From an optimization exercise on the open Yosys and OpenROAD flow, aimed at small area and a short achievable clock period; shortcuts taken in it are not production practice. Power is estimated from default activity; no workload was simulated.

Setup of run a:
==> flow/design.v <==
module IEEE754_AdderSubtract
(
	input clock,
	input resetn,
	input [31:0] a,
	input [31:0] b,
	output [31:0] y
);
	wire [7:0]  ea = a[30:23];
	wire [7:0]  eb = b[30:23];
	wire [7:0]  d;                               
	wire        ge;                              
	bk_add #(8) u_dba (eb, ~ea, 1'b1, d, ge);
	wire [3:0]  dt  = {1'b0, ea[7:5]} - {1'b0, eb[7:5]};
	wire        big = (dt == 4'd1)  ? (ea[4:0] >= eb[4:0]) :
	                  (dt == 4'hf)  ? (eb[4:0] >= ea[4:0]) : (dt != 4'd0);
	reg         v1, sa1, sb1, ge1, big1;
	reg  [7:0]  eg1;
	reg  [4:0]  d1;
	reg  [22:0] ma1, mb1;
	always @(posedge clock) begin
		v1   <= resetn;
		sa1  <= a[31];
		sb1  <= b[31];
		ge1  <= ge;
		eg1  <= ge ? eb : ea;
		big1 <= big;
		d1   <= d[4:0];
		ma1  <= a[22:0];
		mb1  <= b[22:0];
	end
	wire        sg1  = ge1 ? sb1 : sa1;
	wire        sub1 = sa1 ^ sb1;
	wire [22:0] mg = ge1 ? mb1 : ma1;
	wire [23:0] mw = ge1 ? {1'b1, ma1} : {2'b01, mb1[22:1]};
	wire [4:0]  she = big1 ? {4'b1011, ge1} : (d1 ^ {5{~ge1}});
	wire [23:0] sm = mw >> she;
	wire [24:0] A = {2'b01, mg};
	wire [24:0] B = {1'b0, sm} ^ {25{sub1}};
	wire [24:0] p = A ^ B;
	wire [24:0] gc;                              
	wire [24:0] pc;                              
	wire        co;
	bk_prefix #(25, 16) u_pre (A & B, p, gc, pc, co);
	wire        neg = sub1 & ~co;
	wire [24:0] r = p ^ (gc | (pc & {25{co}})) ^ {25{neg}};
	wire        s = sg1 ^ neg;
	wire [4:0]  c;                               
	wire        nz;                              
	lzc32 u_lzc ({r, 7'b0}, c, nz);
	wire [24:0] n1 = c[4] ? {r[8:0], 16'b0} : r;
	wire [24:0] n2 = c[3] ? {n1[16:0], 8'b0} : n1;
	wire [24:0] n3 = c[2] ? {n2[20:0], 4'b0} : n2;
	wire [24:0] n4 = c[0] ? {n3[23:0], 1'b0} : n3;
	wire [7:0]  egp;
	bk_add #(8) u_inc (eg1, 8'd0, 1'b1, egp, );
	reg         s2, k2;
	reg  [7:0]  egp2;
	reg  [4:0]  nlz2;                            
	reg  [23:0] n42;
	always @(posedge clock)
		k2 <= c[1];                              
	always @(posedge clock) begin
		if (!resetn || !v1) begin
			s2   <= 1'b0;
			egp2 <= 8'd0;
			nlz2 <= 5'h1f;                       
			n42  <= 24'd0;
		end else begin
			s2   <= s;
			egp2 <= egp;
			nlz2 <= ~{c[4:2], c[1] & nz, c[0]};  
			n42  <= n4[23:0];
		end
	end
	wire [23:0] n5 = k2 ? {n42[21:0], 2'b0} : n42;
	wire [2:0]  ehd;
	wire [4:0]  elo;
	wire        nb;                              
	bk_add #(3, 2) u_dec (egp2[7:5], 3'b111, 1'b0, ehd, );
	sk_add6 u_exp (egp2[4:0], nlz2, elo, nb);
	assign y = {s2, nb ? egp2[7:5] : ehd, elo, n5[23:1]};
endmodule
module bk_prefix #(parameter N = 8, parameter TOPD = 4)
(
	input  [N-1:0] g,
	input  [N-1:0] p,
	output [N-1:0] gc,
	output [N-1:0] pc,
	output         co
);
	reg [N-1:0] G, P, Gn, Pn;
	integer i, d;
	always @(*) begin
		G = g;
		P = p;
		for (d = 1; d < N; d = d * 2) begin
			Gn = G; Pn = P;
			for (i = 2*d-1; i < N; i = i + 2*d) begin
				Gn[i] = G[i] | (P[i] & G[i-d]);
				Pn[i] = P[i] & P[i-d];
			end
			G = Gn; P = Pn;
		end
		for (d = TOPD; d >= 1; d = d / 2) begin
			Gn = G; Pn = P;
			for (i = 3*d-1; i < N; i = i + 2*d) begin
				Gn[i] = G[i] | (P[i] & G[i-d]);
				Pn[i] = P[i] & P[i-d];
			end
			G = Gn; P = Pn;
		end
	end
	assign gc = {G[N-2:0], 1'b0};
	assign pc = {P[N-2:0], 1'b1};
	assign co = G[N-1];
endmodule
module bk_add #(parameter N = 8, parameter TOPD = 4)
(
	input  [N-1:0] x,
	input  [N-1:0] y,
	input          ci,
	output [N-1:0] s,
	output         co
);
	wire [N-1:0] p = x ^ y;
	wire [N-1:0] gc, pc;
	wire         c;
	bk_prefix #(N, TOPD) u_pre (x & y, p, gc, pc, c);
	assign s  = p ^ (gc | (pc & {N{ci}}));
	assign co = c | (&p & ci);
endmodule
module lzc32
(
	input  [31:0] x,
	output [4:0]  c,
	output        v
);
	wire [3:0] ch, cl;
	wire       vh, vl;
	lzc16 u_h (x[31:16], ch, vh);
	lzc16 u_l (x[15:0],  cl, vl);
	assign v = vh | vl;
	assign c = vh ? {1'b0, ch} : {1'b1, cl};
endmodule
module lzc16
(
	input  [15:0] x,
	output [3:0]  c,
	output        v
);
	wire [2:0] ch, cl;
	wire       vh, vl;
	lzc8 u_h (x[15:8], ch, vh);
	lzc8 u_l (x[7:0],  cl, vl);
	assign v = vh | vl;
	assign c = vh ? {1'b0, ch} : {1'b1, cl};
endmodule
module lzc8
(
	input  [7:0] x,
	output [2:0] c,
	output       v
);
	wire [1:0] ch, cl;
	wire       vh, vl;
	lzc4 u_h (x[7:4], ch, vh);
	lzc4 u_l (x[3:0], cl, vl);
	assign v = vh | vl;
	assign c = vh ? {1'b0, ch} : {1'b1, cl};
endmodule
module lzc4
(
	input  [3:0] x,
	output [1:0] c,
	output       v
);
	assign v = |x;
	assign c[1] = ~(x[3] | x[2]);
	assign c[0] = ~(x[3] | (~x[2] & x[1]));
endmodule
module sk_add6
(
	input  [4:0] x,
	input  [4:0] y,
	output [4:0] s,
	output       co
);
	wire [5:0] g = {x & y, 1'b1};
	wire [5:0] p = {x ^ y, 1'b0};
	wire g10 = g[1] | (p[1] & g[0]);
	wire g32 = g[3] | (p[3] & g[2]);
	wire p32 = p[3] & p[2];
	wire g54 = g[5] | (p[5] & g[4]);
	wire p54 = p[5] & p[4];
	wire g20 = g[2] | (p[2] & g10);
	wire g30 = g32 | (p32 & g10);
	wire g40 = g[4] | (p[4] & g30);
	wire g50 = g54 | (p54 & g30);
	assign s  = p[5:1] ^ {g40, g30, g20, g10, g[0]};
	assign co = g50;
endmodule
==> flow/config.mk <==
export PLATFORM = sky130hd
export DESIGN_NAME = IEEE754_AdderSubtract
export DESIGN_NICKNAME = IEEE754_AdderSubtract
export VERILOG_FILES = /design/flow/design.v
export SDC_FILE = /design/flow/constraint.sdc
export NUM_CORES = 4
export LEC_CHECK = 0
export ABC_AREA = 1
export CAP_MARGIN = 20
export CORE_MARGIN = 2
export CORE_UTILIZATION = 60
export CTS_BUF_LIST = sky130_fd_sc_hd__clkbuf_8
export GPL_TIMING_DRIVEN = 0
export SLEW_MARGIN = 20
==> flow/constraint.sdc <==
create_clock -name core_clock -period 22.0 [get_ports {clock}]
set_input_delay 4.4000 -clock core_clock [delete_from_list [all_inputs] [get_ports {clock}]]
set_output_delay 4.4000 -clock core_clock [all_outputs]
set_load 0.01 [all_outputs]
standard.sh (not shown) runs the stock make flow with config.mk's settings and CLKGATE_MAP_FILE= SYNTH_SCRIPT=/design/flow/synth_recipe.tcl, a recipe that flattens the netlist after the stock synthesis.
==> flow/flow/run.sh <==
#!/bin/bash
# The standard layout, with two changes to how it is made:
#  - the smallest plain buffer (buf_1) as the port buffer on every input and output;
#  - repair_timing aims for 15.6 ns of setup slack (the clock and constraints are unchanged).
set -euo pipefail
bash standard.sh finish "BUFFER_PORTS_ARGS=-buffer_cell sky130_fd_sc_hd__buf_1" SETUP_SLACK_MARGIN=15.6 > standard_flow.log 2>&1
Per the final summary, run a finished and its layout is clean on timing, DRC and antenna.
For run b, these inputs were changed with respect to run a:
==> flow/flow/run.sh <==
#!/bin/bash
# The standard layout, with two changes to how it is made:
#  - the smallest plain buffer (buf_1) as the port buffer on every input and output;
#  - repair_timing aims for 15.5 ns of setup slack (the clock and constraints are unchanged).
set -euo pipefail
bash standard.sh finish "BUFFER_PORTS_ARGS=-buffer_cell sky130_fd_sc_hd__buf_1" SETUP_SLACK_MARGIN=15.5 > standard_flow.log 2>&1
- Slack of the worst reg-to-reg path on run b is behind run a.
- Compared with run a, run b shows a higher final period demand of the worst path.
- Area used by sequential logic in the layout essentially unchanged between run a and run b.
- Comparing run b with run a, the wire length of the first global-routing pass came out essentially unchanged.
- From run a to run b the numbers moved as follows: overall global routing resource usage stayed essentially flat, power essentially unchanged, largest voltage drop on the vdd net barely changed.
- Between run a and run b, the difference in delay contributed by the slowest stage of the critical path is negligible.
- Compared to run a, run b shows a narrower setup margin.
- Looking only at number of design-rule violations left by the first detailed-router iteration, and setting everything else aside, the higher value of run a and run b goes to run b.
No functional check of the RTL was part of any run of this note.

separate check: timing with driven ports:
How much do the figures lean on ideal ports? The routed layouts below were timed once more, with nothing changed but the port constraints.
Step 1 (the two cells are an assumption about what drives the block):
set clk [get_ports {clock}]
set_driving_cell -lib_cell sky130_fd_sc_hd__clkbuf_16 $clk
set_driving_cell -lib_cell sky130_fd_sc_hd__buf_2 [delete_from_list [all_inputs] $clk]
Step 2, shift: input delay + t, output delay - t, t = (earliest + latest rising clock arrival at the registers) / 2. This alone moves slack from input paths to output paths.
a / b / c = ideal ports / drivers / drivers and shift; a / b = the first two.
run | t, ns | slack for setup (ns) | latest minus earliest clock arrival (ns) | worst register clock-pin slew, ns | pins driven straight from the clock port
run a | 0.422 | 15.702 / 15.661 / 15.477 | 0.019 / 0.019 | 0.10 / 0.10 | 1
run b | 0.421 | 15.629 / 15.588 / 15.415 | 0.021 / 0.022 | 0.10 / 0.10 | 1
After both steps setup and hold are still met in every run listed. For run a, which loses most, drivers alone change the setup slack by -0.041 ns; drivers and shift together by -0.225 ns.
